This is an optimization exercise on Yosys and OpenROAD, whose aim is small area and a short achievable clock period, not a production implementation.
RTL that was checked went through simulation tests only; none was proved equivalent to the original.

## FIR1
module FIR1 (X, clk, Y, reset);
  input  [13:0] X;
  input         clk;
  output [13:0] Y;
  input         reset;
  reg [13:0] d1;
  reg [13:0] d2;
  reg [13:0] d3;
  reg [13:0] d4;
  reg [13:0] d5;
  reg [13:0] d6;
  reg [13:0] d7;
  reg [13:0] d8;
  reg [13:0] d9;
  reg [13:0] d10;
  reg [13:0] d11;
  reg [13:0] d12;
  reg [13:0] d13;
  reg [13:0] d14;
  reg [13:0] d15;
  reg [13:0] d16;
  reg [13:0] d17;
  reg [13:0] d18;
  reg [13:0] d19;
  reg [13:0] d20;
  reg [27:0] r2;
  reg [27:0] r1;
  reg [13:0] Y;
  wire signed [14:0] p2_0 = $signed(d2) + $signed(d16);
  wire signed [14:0] p2_1 = $signed(d4) + $signed(d14);
  wire signed [14:0] p2_2 = $signed(d6) + $signed(d12);
  wire signed [14:0] p2_3 = $signed(d8) + $signed(d10);
  wire s1 = ~p2_0[11] ^ ~p2_0[7] ^ ~p2_0[5];
  wire c2 = (~p2_0[11] & ~p2_0[7]) | (~p2_0[11] & ~p2_0[5]) | (~p2_0[7] & ~p2_0[5]);
  wire s3 = ~p2_0[12] ^ ~p2_0[8] ^ ~p2_0[6];
  wire c4 = (~p2_0[12] & ~p2_0[8]) | (~p2_0[12] & ~p2_0[6]) | (~p2_0[8] & ~p2_0[6]);
  wire s5 = ~p2_0[13] ^ ~p2_0[9] ^ ~p2_0[7];
  wire c6 = (~p2_0[13] & ~p2_0[9]) | (~p2_0[13] & ~p2_0[7]) | (~p2_0[9] & ~p2_0[7]);
  wire s7 = ~p2_0[5] ^ ~p2_1[9];
  wire c8 = ~p2_0[5] & ~p2_1[9];
  wire s9 = p2_0[14] ^ ~p2_0[10] ^ ~p2_0[8];
  wire c10 = (p2_0[14] & ~p2_0[10]) | (p2_0[14] & ~p2_0[8]) | (~p2_0[10] & ~p2_0[8]);
  wire s11 = ~p2_0[6] ^ ~p2_1[10] ^ p2_1[4];
  wire c12 = (~p2_0[6] & ~p2_1[10]) | (~p2_0[6] & p2_1[4]) | (~p2_1[10] & p2_1[4]);
  wire s13 = p2_2[14] ^ ~p2_2[12];
  wire c14 = p2_2[14] & ~p2_2[12];
  wire s15 = ~p2_0[11] ^ ~p2_0[9] ^ ~p2_0[7];
  wire c16 = (~p2_0[11] & ~p2_0[9]) | (~p2_0[11] & ~p2_0[7]) | (~p2_0[9] & ~p2_0[7]);
  wire s17 = ~p2_1[11] ^ p2_1[5] ^ ~p2_2[13];
  wire c18 = (~p2_1[11] & p2_1[5]) | (~p2_1[11] & ~p2_2[13]) | (p2_1[5] & ~p2_2[13]);
  wire s19 = ~p2_0[12] ^ ~p2_0[10];
  wire c20 = ~p2_0[12] & ~p2_0[10];
  wire s21 = ~p2_0[6] ^ ~p2_0[2];
  wire c22 = ~p2_0[6] & ~p2_0[2];
  wire s23 = ~p2_0[7] ^ ~p2_0[3] ^ ~p2_0[1];
  ...
Settings: LEC_CHECK=0, CAP_MARGIN=20, CORE_MARGIN=2, CORE_UTILIZATION=40, SLEW_MARGIN=20; clock period 10.0 ns.
run.sh (not shown) runs the stock make flow with config.mk's settings and CLKGATE_MAP_FILE= SYNTH_SCRIPT=/design/flow/synth_recipe.tcl, a recipe that flattens the netlist after the stock synthesis.
Next try:
- SETUP_SLACK_MARGIN: not set -> 5
Outcome: The new run produced a clean layout; via count rose by 3.2%; non-clock buffer count rises by 83; utilization came out higher by 3.4 points; first-iteration DRC count climbs by 18%; worst setup slack is better by 1.2 ns; critical path depth rises by 4.
No functional check of the RTL was part of any run of this note.

========
Setup of v10:
FIR1, a different RTL version from the one above (not shown whole).
For scale: roughly 2200 cells after synthesis, roughly 30 I/O pins.
==> flow/config.mk <==
export PLATFORM = sky130hd
export DESIGN_NAME = FIR1
export DESIGN_NICKNAME = FIR1
export VERILOG_FILES = /design/flow/design.v
export SDC_FILE = /design/flow/constraint.sdc
export NUM_CORES = 4
export LEC_CHECK = 0
export ABC_AREA = 1
export CAP_MARGIN = 20
export CORE_MARGIN = 2
export CORE_UTILIZATION = 40
export CTS_CLUSTER_DIAMETER = 150
export CTS_CLUSTER_SIZE = 20
export SLEW_MARGIN = 20
export SYNTH_HIERARCHICAL = 1
export SYNTH_MINIMUM_KEEP_SIZE = 0
==> flow/constraint.sdc <==
create_clock -name core_clock -period 10.0 [get_ports {clk}]
set_input_delay 2.0000 -clock core_clock [delete_from_list [all_inputs] [get_ports {clk}]]
set_output_delay 2.0000 -clock core_clock [all_outputs]
set_load 0.01 [all_outputs]
standard.sh (not shown) runs the stock make flow with config.mk's settings and CLKGATE_MAP_FILE= SYNTH_SCRIPT=/design/flow/synth_recipe.tcl, a recipe that flattens the netlist after the stock synthesis.
==> flow/flow/run.sh <==
#!/bin/bash
set -euo pipefail
bash standard.sh SETUP_SLACK_MARGIN=6.0 finish > standard_run.log 2>&1
The final layout from v10, which completed every stage, passed the timing, DRC and antenna checks at the end of the flow.
Inputs modified between v10 and v43:
- CTS_BUF_LIST newly set to sky130_fd_sc_hd__clkbuf_4 sky130_fd_sc_hd__clkbuf_8
- CTS_CLUSTER_SIZE changed from 20 to 30
- ABC_AREA removed (was 1)
- CTS_CLUSTER_DIAMETER removed (was 150)
==> flow/flow/run.sh <==
#!/bin/bash
set -euo pipefail
bash standard.sh SETUP_SLACK_MARGIN=6.3 finish > standard_run.log 2>&1
Findings:
Top routing layer in use: met5 -> v10, met4 -> v43
Taking v10 as the reference, in v43 maximum fanout along the worst path went down; adder-cell share of the synthesized area picked up an extra 3.2 points; wire length after detailed routing fell by about 16%.
v43 ended up with fa_1 as its most frequent standard cell in the layout excluding fill and tap cells; v10 ended up with nand2_1.
Modified inputs, v47 compared to v43
- CTS_BUF_LIST removed (was sky130_fd_sc_hd__clkbuf_4 sky130_fd_sc_hd__clkbuf_8)
- CTS_CLUSTER_SIZE removed (was 30)
==> flow/flow/run.sh <==
#!/bin/bash
set -euo pipefail
bash standard.sh SETUP_SLACK_MARGIN=5.7 finish > standard_run.log 2>&1
Findings:
- Layout overhead on the synthesized area ends up lower on v47.
- v47 reports a lower utilization than v43 does.
- Number of standard cells in the final layout excluding fillers: v43 and v47 compared, lower one is v47
- Fraction of met3 tracks used by global routing for v47 is lower than for v43.
- v43 -> v47: number of enable flip-flop cells after synthesis delta 0, exact match
- Summary of v47 over v43: final instance area shows a reduction of 1100 sq um.
- [v47] total wire length after detailed routing fell about 3.6% relative to v43
- Global routing met1 resource utilization in v47 vs v43: down 0.55 points
- In the flow results for v43 and v47, the data arrival at the endpoint of the critical path is larger on v47.
- v47 vs v43 — fraction of cell area in non-clock buffers dropped 2.0 points.
## Diff of input files: v45 against v47
- CORE_UTILIZATION now 50, was 40
- CTS_CLUSTER_DIAMETER now 150, previously not set
- CTS_CLUSTER_SIZE now 20, previously not set
- PLACE_DENSITY now 0.7, previously not set
==> flow/flow/run.sh <==
#!/bin/bash
set -euo pipefail
bash standard.sh SETUP_SLACK_MARGIN=6.0 finish > standard_run.log 2>&1
### Flow results
v45 completed every stage of the flow, and the final layout passed the timing, DRC and antenna checks.
The number of tapcells of v45 is lower than that of v47.
Summary of v45 over v47: worst setup slack went up by 0.21 ns, area overhead of the layout relative to synthesis went down by 3.0 points, number of placed instances, taps included went down by about 7%.
v45 -> v47: multi-input gate count delta 0, exact match
Compared with v47, in v45 minimum period implied by the final worst setup slack went down, count of pins over their slew limit neither gained nor lost much.
#### Input delta (v21 over v45)
- PLACE_DENSITY no longer set, was 0.7
- TNS_END_PERCENT now 10, previously not set
- CORE_UTILIZATION now 40, was 50
--- outcome ---
- v21 against v45: DRC violations left held steady, final cell area excluding filler cells grew by about 0.9%, global-route wire length before repair grew by 3.4%.
Here is what was changed in the inputs of v17 compared with v21.
- a deleted CTS_CLUSTER_SIZE that had been 20
- a deleted TNS_END_PERCENT that had been 10
- a deleted CTS_CLUSTER_DIAMETER that had been 150
- As far as worst reg2reg path depth is concerned, v21 and v17 perform about the same.
- Via count on v17 is up relative to v21.
- Comparing v17 and v21, the lower final critical delay including setup and external delays is on v17.
- Against v21, v17 reports a biggest fanout along the worst timing path that is lower.
- In v17, detailed route wirelength on metal3 is lower than in v21.
- Compared with v21, v17 ends up with more cell area.
- In v17 relative to v21, achievable frequency had gone up by a few percent.
- In v17, the setup slack came out 0.097 ns above the value in v21.

[afterwards: timing with drivers on the ports]
Ports are ideal in the flow. The routed layouts listed here were re-timed in OpenROAD. Step 1 sets driving cells, clkbuf_16 on the clock port and buf_2 on the other inputs (assumed; they add their load-dependent delay and slew). Step 2 also shifts input and output timing later by t, the mid clock arrival at the registers, as if the neighbouring blocks saw the same clock. Slacks: ideal ports / drivers / drivers and shift; pairs: ideal ports / drivers.
| run | shift t [ns] | setup WS [ns] | worst hold slack (ns) | worst setup path at the end | worst register clock-pin slew, ns |
|---|---|---|---|---|---|
| the first run of note 1 | 0.621 | 1.492 / 1.492 / 1.492 | 0.341 / 0.341 / 0.341 | register to register | 0.07 / 0.07 |
| the second run of note 1 | 0.631 | 2.656 / 2.656 / 2.656 | 0.333 / 0.333 / 0.333 | register to register | 0.07 / 0.07 |
| v10 | 0.641 | 6.050 / 6.050 / 5.568 | 0.319 / 0.319 / 0.319 | input to register | 0.11 / 0.11 |
| v43 | 0.683 | 6.069 / 6.069 / 5.474 | 0.331 / 0.331 / 0.331 | input to register | 0.07 / 0.07 |
| v47 | 0.611 | 5.787 / 5.787 / 5.275 | 0.339 / 0.339 / 0.339 | input to register | 0.07 / 0.07 |
| v45 | 0.618 | 6.000 / 6.000 / 5.428 | 0.336 / 0.336 / 0.336 | input to register | 0.09 / 0.09 |
| v21 | 0.609 | 5.943 / 5.943 / 5.441 | 0.339 / 0.339 / 0.339 | input to register | 0.09 / 0.09 |
| v17 | 0.613 | 6.040 / 6.040 / 5.461 | 0.341 / 0.341 / 0.341 | input to register | 0.06 / 0.06 |
After both steps setup and hold are still met in every run listed. The setup slack of v43, which loses most, moves by 0.000 ns with the drivers and by -0.595 ns with both steps.
